This design comes from an exercise in tuning for a short achievable clock period and few clock cycles on the open sky130 flow, not from production work.
Function was checked by simulation only, so behaviour that the tests miss may differ from the original.
Power figures rest on the tool's default switching activity, not on a simulated workload.

File: flow/config.mk
export PLATFORM = sky130hd
export DESIGN_NAME = sccpu
export DESIGN_NICKNAME = sccpu
export VERILOG_FILES = /design/flow/design.v
export SDC_FILE = /design/flow/constraint.sdc
export NUM_CORES = 8
export LEC_CHECK = 0
export CAP_MARGIN = 20
export CORE_MARGIN = 2
export CORE_UTILIZATION = 30
export SLEW_MARGIN = 20
File: flow/constraint.sdc
create_clock -name core_clock -period 18.0 [get_ports {clk}]
set_input_delay 3.6000 -clock core_clock [delete_from_list [all_inputs] [get_ports {clk}]]
set_output_delay 3.6000 -clock core_clock [all_outputs]
set_load 0.01 [all_outputs]
File: flow/design.v
module sccpu( clk, rst, instr, readdata, PC, MemWrite, aluout, writedata, reg_sel, reg_data, STOREwhb);
    input         clk;        
    input         rst;        
    input  [31:0] instr;      
    input  [31:0] readdata;   
    output [31:0] PC;         
    output        MemWrite;   
    output [31:0] aluout;     
    output [31:0] writedata;  
    input  [4:0]  reg_sel;    
    output [31:0] reg_data;   
    output [1:0]  STOREwhb;   
    integer i;
    reg  [31:0] pc_f;                  
    reg  [31:0] ir, pc_d;              
    reg         v_d;
    reg  [31:0] res_m, wd_m;           
    reg  [4:0]  dst_m;
    reg         rw_m, ld_m, mw_m;
    reg  [1:0]  whb_m;
    reg  [2:0]  ldt_m;
    reg  [31:0] res_w, rd_w;           
    reg  [4:0]  dst_w;
    reg         rw_w, ld_w;
    reg  [2:0]  ldt_w;
    reg  [1:0]  alo_w;
    reg  [31:0] rdbg;                  
    reg  [31:0] rf [1:31];
    reg  [15:0] btb_v, btb_ret;
    reg  [5:0]  btb_tag [0:15];
    reg  [29:0] btb_tgt [0:15];
    reg  [1:0]  btb_ctr [0:15];
    reg  [29:0] ras [0:3];
    reg  [1:0]  ras_ptr;
    assign PC        = pc_f;
    assign aluout    = res_m;
    assign writedata = wd_m;
    assign MemWrite  = mw_m;
    assign STOREwhb  = whb_m;
    assign reg_data  = rdbg;
    wire [3:0]  fidx  = pc_f[5:2];
    wire        fhit  = btb_v[fidx] & (btb_tag[fidx] == pc_f[11:6]);
    wire        ftake = fhit & btb_ctr[fidx][1];
    wire [29:0] ras_top = ras[ras_ptr - 2'd1];
    wire [29:0] ftgt  = btb_ret[fidx] ? ras_top : btb_tgt[fidx];
    wire [31:0] pc_f4 = pc_f + 32'd4;
    wire [31:0] pred_next = ftake ? {ftgt, 2'b00} : pc_f4;
    wire [5:0]  op = ir[31:26];
    wire [5:0]  fn = ir[5:0];
    wire [4:0]  rs = ir[25:21];
    wire [4:0]  rt = ir[20:16];
    wire [4:0]  rd = ir[15:11];
    wire [4:0]  sa = ir[10:6];
    wire [15:0] imm = ir[15:0];
    wire rtype  = (op == 6'b000000);
    wire d_jr   = rtype & (fn == 6'b001000);
    wire d_jalr = rtype & (fn == 6'b001001);
    wire d_shf  = rtype & (fn[5:3] == 3'b000);      
    wire d_shi  = d_shf & ~fn[2];                    
    wire d_ar   = rtype & fn[5];                     
    wire d_j    = (op == 6'b000010);
    wire d_jal  = (op == 6'b000011);
    wire d_beq  = (op == 6'b000100);
    wire d_bne  = (op == 6'b000101);
    wire d_addi = (op == 6'b001000);
    wire d_slti = (op == 6'b001010);
    wire d_andi = (op == 6'b001100);
    wire d_ori  = (op == 6'b001101);
    wire d_lui  = (op == 6'b001111);
    wire d_load = op[5] & ~op[3];
    wire d_st   = op[5] &  op[3];
    wire d_br   = d_beq | d_bne;
    wire d_jmp  = d_j | d_jal;
    wire d_jrx  = d_jr | d_jalr;
    wire uses_rs = ~(d_jmp | d_lui | d_shi);
    wire uses_rt = rtype | d_br | d_st;
    wire wr_en   = (rtype & ~d_jr) | d_jal | d_addi | d_slti | d_andi | d_ori | d_lui | d_load;
    wire [4:0] dst = rtype ? rd : (d_jal ? 5'd31 : rt);
    wire rw_d    = wr_en & (dst != 5'd0);
    reg  [31:0] ld_val;
    always @(*) begin
        case (ldt_w)
            3'b000: ld_val = {{24{rd_w[8*alo_w+7]}}, rd_w[8*alo_w +: 8]};            
            3'b100: ld_val = {24'b0, rd_w[8*alo_w +: 8]};                           
            3'b001: ld_val = {{16{rd_w[16*alo_w[1]+15]}}, rd_w[16*alo_w[1] +: 16]};  
            3'b101: ld_val = {16'b0, rd_w[16*alo_w[1] +: 16]};                      
            default: ld_val = rd_w;                                                 
        endcase
    end
    wire [31:0] result_w = ld_w ? ld_val : res_w;
    wire [31:0] rf_a = (rs == 5'd0) ? 32'd0 : rf[rs];
    wire [31:0] rf_b = (rt == 5'd0) ? 32'd0 : rf[rt];
    wire fa_m = rw_m & ~ld_m & (dst_m == rs);
    wire fb_m = rw_m & ~ld_m & (dst_m == rt);
    wire fa_w = rw_w & (dst_w == rs);
    wire fb_w = rw_w & (dst_w == rt);
    wire [31:0] fa = fa_m ? res_m : fa_w ? result_w : rf_a;
    wire [31:0] fb = fb_m ? res_m : fb_w ? result_w : rf_b;
    wire stall = v_d & ld_m & ((uses_rs & (rs == dst_m)) | (uses_rt & (rt == dst_m)));
    wire        zx    = d_andi | d_ori;
    wire [31:0] immx  = {{16{imm[15] & ~zx}}, imm};
    wire        use_i = ~rtype & ~d_br;
    wire [31:0] bv    = use_i ? immx : fb;
    wire        is_sub = (d_ar & (fn[1] | fn[3])) | d_slti;    
    wire [32:0] sum    = {1'b0, fa} + {1'b0, is_sub ? ~bv : bv} + {32'd0, is_sub};
    wire        lt_s   = (fa[31] ^ bv[31]) ? fa[31] : sum[31];
    wire        lt_u   = ~sum[32];
    wire        lt     = (d_ar & fn[0]) ? lt_u : lt_s;
    reg  [31:0] lg;
    always @(*) begin
        case (rtype ? fn[1:0] : {1'b0, d_ori})
            2'b00: lg = fa & bv;
            2'b01: lg = fa | bv;
            2'b10: lg = fa ^ bv;
            default: lg = ~(fa | bv);
        endcase
    end
    wire [4:0]  shamt = fn[2] ? fa[4:0] : sa;
    wire [31:0] shl   = fb << shamt;
    wire [63:0] shr   = {{32{fn[0] & fb[31]}}, fb} >> shamt;
    wire [31:0] pc_d4 = pc_d + 32'd4;
    wire sel_add = (d_ar & ~fn[3] & ~fn[2]) | d_addi | d_load | d_st;
    wire sel_slt = (d_ar & fn[3]) | d_slti;
    wire sel_lg  = (d_ar & ~fn[3] & fn[2]) | d_andi | d_ori;
    wire sel_shl = d_shf & ~fn[1];
    wire sel_shr = d_shf & fn[1];
    wire sel_lui = d_lui;
    wire sel_lnk = d_jal | d_jalr;
    wire [31:0] res = ({32{sel_add}} & sum[31:0])
                    | ({32{sel_slt}} & {31'd0, lt})
                    | ({32{sel_lg }} & lg)
                    | ({32{sel_shl}} & shl)
                    | ({32{sel_shr}} & shr[31:0])
                    | ({32{sel_lui}} & {imm, 16'd0})
                    | ({32{sel_lnk}} & pc_d4);
    wire [31:0] br_tgt = pc_d4 + {{14{imm[15]}}, imm, 2'b00};
    wire [31:0] j_tgt  = {pc_d4[31:28], ir[25:0], 2'b00};
    wire        eq     = (fa == fb);
    wire        taken  = (d_beq & eq) | (d_bne & ~eq);
    wire [31:0] nxt    = d_jrx ? fa : d_jmp ? j_tgt : taken ? br_tgt : pc_d4;
    wire        ok_seq = (pc_f == pc_d4);
    wire        ok_br  = (pc_f == br_tgt);
    wire        ok_j   = (pc_f == j_tgt);
    wire        ok_jr  = (pc_f == fa);
    wire        ok     = d_jrx ? ok_jr : d_jmp ? ok_j : taken ? ok_br : ok_seq;
    wire        go     = v_d & ~stall;
    wire        mispred = go & ~ok;
    wire [3:0]  didx = pc_d[5:2];
    wire        dhit = btb_v[didx] & (btb_tag[didx] == pc_d[11:6]);
    wire [1:0]  dctr = btb_ctr[didx];
    wire        upd  = go & ((d_br & (taken | dhit)) | d_jmp | d_jrx);
    wire [1:0]  nctr = ~d_br ? 2'b11 :
                       ~dhit ? 2'b10 :
                       taken ? ((dctr == 2'b11) ? 2'b11 : dctr + 2'd1)
                             : ((dctr == 2'b00) ? 2'b00 : dctr - 2'd1);
    wire [29:0] ntgt = d_jrx ? fa[31:2] : d_jmp ? j_tgt[31:2] : br_tgt[31:2];
    wire        nret = d_jr & (rs == 5'd31);
    wire        push = go & (d_jal | d_jalr);
    wire        pop  = go & nret;
    always @(posedge clk or posedge rst) begin
        if (rst) begin
            pc_f  <= 32'd0;
            v_d   <= 1'b0;
            rw_m  <= 1'b0;
            ld_m  <= 1'b0;
            mw_m  <= 1'b0;
            rw_w  <= 1'b0;
            ld_w  <= 1'b0;
        end else begin
            if (mispred) begin
                pc_f <= nxt;
                v_d  <= 1'b0;
            end else if (!stall) begin
                pc_f <= pred_next;
                v_d  <= 1'b1;
            end
            rw_m <= go & rw_d;
            ld_m <= go & rw_d & d_load;
            mw_m <= go & d_st;
            rw_w <= rw_m;
            ld_w <= ld_m;
        end
    end
    always @(posedge clk) begin
        if (!stall) begin
            ir   <= instr;
            pc_d <= pc_f;
        end
        res_m <= res;
        wd_m  <= fb;
        dst_m <= dst;
        whb_m <= {op[2:0] == 3'b000, op[2:0] == 3'b001};    
        ldt_m <= op[2:0];
        res_w <= res_m;
        rd_w  <= readdata;
        dst_w <= dst_m;
        ldt_w <= ldt_m;
        alo_w <= res_m[1:0];
        rdbg  <= (reg_sel == 5'd0) ? 32'd0 : rf[reg_sel];
    end
    always @(posedge clk or posedge rst) begin
        if (rst) begin
            for (i = 1; i < 32; i = i + 1)
                rf[i] <= 32'd0;
        end else if (rw_w) begin
            rf[dst_w] <= result_w;
        end
    end
    always @(posedge clk or posedge rst) begin
        if (rst) begin
            btb_v   <= 16'd0;
            btb_ret <= 16'd0;
            for (i = 0; i < 16; i = i + 1) begin
                btb_ctr[i] <= 2'b00;
                btb_tag[i] <= 6'd0;
                btb_tgt[i] <= 30'd0;
            end
        end else if (upd) begin
            btb_v[didx]   <= 1'b1;
            btb_ret[didx] <= nret;
            btb_ctr[didx] <= nctr;
            btb_tag[didx] <= pc_d[11:6];
            btb_tgt[didx] <= ntgt;
        end
    end
    always @(posedge clk or posedge rst) begin
        if (rst) begin
            ras_ptr <= 2'd0;
            for (i = 0; i < 4; i = i + 1)
                ras[i] <= 30'd0;
        end else if (push) begin
            ras[ras_ptr] <= pc_d4[31:2];
            ras_ptr <= ras_ptr + 2'd1;
        end else if (pop) begin
            ras_ptr <= ras_ptr - 2'd1;
        end
    end
endmodule
File: flow/run.sh
#!/bin/bash
# synth_recipe.tcl (not shown) runs the flow's synth.tcl, then flattens the netlist and writes it again
# the make line also repeats each setting of config.mk as NAME=value (left out here)
make -C /OpenROAD-flow-scripts/flow DESIGN_CONFIG=/design/flow/config.mk WORK_HOME=/design/flow/orfs CLKGATE_MAP_FILE= SYNTH_SCRIPT=/design/flow/synth_recipe.tcl finish
==> notes.md <==
critical path: stages (launching register included):
cell and delay, ns:
edfxtp_1 0.32, buf_4 0.58, nand2b_1 0.65, nor2_2 0.39, buf_4 0.34, a2111oi_0 0.47, nand3_1 0.12, or4_1 0.78
a222oi_1 1.03, xnor2_1 0.23, nand4_1 0.23, nor4_2 0.73, nand4_1 0.69, o211ai_2 0.54, nor2_1 0.24, nor2_1 0.63
and2_0 0.45, nand3_4 0.75, mux2_2 0.62
area by class of cell:
type                    count  area, um2
clock buffers             323       6650
fillers                 37900     241000
inverters                 200        754
flip-flops and latches   2034      50300
repair buffers            630       5350
multi-input cells        9302      57600
diodes                     85        213
well taps                4950       6190
clock inverters            99       1270
layer usage:
metal / part of all wire / vias up / global-route usage
met5: 0.00044 / - / 0.00684
met4: 0.089 / 36 / 0.237
met3: 0.15 / 3245 / 0.153
met2: 0.38 / 10900 / 0.459
met1: 0.38 / 57700 / 0.444
li1: - / 46300 / -
synth_stat cells (all sizes together) (190+ instances only):
cell type / n
clkbuf: 989
nor2: 535
nand3: 484
a22oi: 745
o21ai: 1850
a22o: 190
a21oi: 337
mux2: 236
inv: 200
dfrtp: 1792
nand2: 2013
nand4: 250
a221oi: 229
and3: 591
cell usage in the layout, fill, tap and decap left out, types with 250 or more instances in the layout:
cell and instances:
a22oi_1 741, dfrtp_1 1790, buf_4 412, a21oi_1 328, and3_1 585, nor2_1 438, o21ai_0 1821, nand2_1 1973
nand3_1 465, nand4_1 250
state kept, by name, summed over array words and instances (netlist names), 2 cells and up:
| register | cells |
|---|---|
| wd_m | 32 |
| ldt_w | 3 |
| ras | 120 |
| pc_f | 32 |
| btb_ctr | 32 |
| btb_v | 16 |
| btb_ret | 16 |
| rdbg | 32 |
| pc_d | 32 |
| res_w | 31 |
| ras_ptr | 2 |
| dst_w | 5 |
| btb_tgt | 480 |
| ldt_m | 3 |
| dst_m | 5 |
| whb_m | 2 |
| rd_w | 32 |
| btb_tag | 96 |
| res_m | 32 |
| ir | 32 |
| rf | 992 |
power groups by stage:
stage	Sequential (mW)	Combinational (mW)	Clock (mW)
after floorplan	5.96	2.54	0
after global placement	6.50	4.54	0
after detailed placement	6.49	4.57	0
after CTS	6.42	4.58	5.03
after global routing	6.52	5.01	5.21
final	6.53	4.80	5.02
worst paths after layout:
| kind | startpoint | depth (start not counted) | endpoint |
|---|---|---|---|
| setup / recovery | ir[17] | 18 | btb_tgt[12][7] |
| hold / removal | rw_m | 0 | rw_w |
| setup reg to reg | ir[17] | 18 | btb_tgt[12][7] |
| hold reg to reg | rw_m | 0 | rw_w |
| max in group asynchronous | rst | 6 | btb_tgt[8][0] |
| min in group asynchronous | rst | 2 | rf[21][21] |
kinds of logic (layout without fill, tap and decap cells):
| family | after synthesis | after routing | synth area share |
|---|---|---|---|
| adders and majority gates | 143 | 143 | 0.0162 |
| and+or+nand+nor | 4417 | 4417 | 0.187 |
| other | 0 | 85 | 0 |
| muxes | 350 | 350 | 0.0361 |
| buffers and inverters | 1359 | 1252 | 0.0476 |
| AOI/OAI and AO/OA | 4148 | 4148 | 0.243 |
| DFF | 2034 | 2034 | 0.451 |
| xor gates and xnor gates | 244 | 244 | 0.0191 |
through the flow:
step                      setup slack [ns]  hold slack, ns   util  area [um2]
final                                 7.81           0.401  0.347      128000
after global routing                  7.73           0.401  0.347      128000
after CTS                             8.52           0.396  0.346      128000
after detailed placement              8.55           0.382  0.325      120000
after global placement                8.33           0.380  0.325      120000
after floorplan                     -10.46           0.310      -      112000
==> impl_metrics.py <==
metrics = {
    "worst_setup_path": {
        "path_max_fanout": 63,
        "end_kind": "flip-flop",
        "ff2ff_setup_slack_ns": 7.81,
        "path_class": "reg -> reg",
        "arrival_ns": 11.05,
        "start_kind": "flip-flop",
        "cp.required_ns": 18.86,
    },
    "pwr": {
        "power_mw": 16.3,
        "p_int_mw": 9.58,
        "p_per_area_nw_per_um2": 127,
        "swShare": 0.414,
        "peakVddDrop_v": 0.0000986,
        "p_sw_mw": 6.77,
        "pwr-share-clk": 0.307,
        "sequentialPowerShare": 0.399,
        "p_leak_nw": 55.8,
        "comb_power_share": 0.294,
    },
    "logic_synthesis": {
        "synth_area_um2": 112000,
        "yosysWarnings": 6,
        "synth_edf_count": 64,
        "synth_nets": 12900,
        "yosysTopAreaCellShare": 0.402,
        "synthTopCellsByArea": "dfrtp_1, o21ai_0, nand2_1",
        "ys_types": 118,
        "synth_ff_type": "dfrtp_1",
        "ys_seq_elements": 2034,
        "netlist_instances": 12700,
        "syn_area_per_cell_um2": 8.79,
        "synth_top_cell_by_area": "dfrtp_1",
        "seq_area_frac_synth": 0.451,
        "async_reset_ff_frac": 0.881,
    },
    "die": {
        "initial_core_util": 0.302,
        "die-area_um2": 377000,
        "ios": 202,
        "dieWidth_um": 614,
        "die_h_um": 614,
        "rows": 223,
        "fp.coreArea_um2": 370000,
    },
    "sta": {
        "final_max_slew_viol_count": 0,
        "fin_setup_tns_ns": 0,
        "grt_setup_unrepaired": "no",
        "hold_viol": 0,
        "timing.slew.headroom": 0.0166,
        "fmax_mhz": 98.1,
        "finalCriticalPeriod_ns": 10.19,
        "final-setup-viol-count": 0,
        "finalClockSkew_ns": 0.127,
        "worstMarginPinSlew_ns": 1.47,
        "fin_crit_sh": 0.566,
    },
    "placement": {
        "hpwl_mm": 443,
        "port-buffer-count": 201,
        "dp_cells": 17100,
        "gp_congestion": 1.11,
    },
    "global_route": {
        "antenna_found_initial": 90,
        "grt_usage": 0.346,
        "grt_max_degree": 166,
        "grt_pass1_wl_mm": 915,
        "grt_pass1_vias": 106000,
        "grt-ovfl-total": 0,
    },
    "routing": {
        "drt_iter0_drc": 23200,
        "drc": 0,
        "dr.pass1.iters": 13,
        "antenna_left": 0,
        "vias": 118000,
        "post_drt_wl_per_cell_um": 38.2,
        "vias_per_cell": 6.71,
        "wl_mm": 674,
    },
    "clock_network": {
        "insertion_delay_ns": 1.01,
        "clock_sinks": 2034,
        "cts_hold_buf": 0,
        "cts_setup_buffers": 0,
        "cts.htree.levels": 4,
        "clk_path_buf_depth": 4,
        "cts-root-buf": "clkbuf_16",
        "numCtsBuffers": 226,
        "post_cts_resized": 0,
        "tritoncts": "done",
        "clk_pin_slew_ns": 0.06,
    },
    "hold_path": {
        "min_path_type": "reg -> reg",
    },
    "cells_and_area": {
        "nets": 12600,
        "drive_gt1_frac": 0.113,
        "layout-area-overhead-vs-synth_pct": 15.0,
        "final_cells": 17600,
    },
    "flow_run": {
        "max-cap-violations": 0,
    },
    "run_status": {
        "outcome": "complete, no violations",
    },
}
Testbench counts, summed over its fixed seeds: cycles 67,574.

## what the ideal ports hide
Ports are ideal in the flow. The routed layout listed here was re-timed in OpenROAD. Step 1 assumes that a clkbuf_16 drives the clock port and a buf_2 every other input. Step 2, shift: input delay + t, output delay - t, t = (earliest + latest rising clock arrival at the registers) / 2. This alone moves slack from input paths to output paths. Three values: ideal, step 1, step 2; two values: the first two.
t (ns): 1.064
slack for setup (ns): 7.810 / 7.810 / 7.810
clock arrival spread, ns: 0.127 / 0.127
After both steps this run still meets setup and hold. The setup slack of this run moves by 0.000 ns with the drivers and by 0.000 ns with both steps.
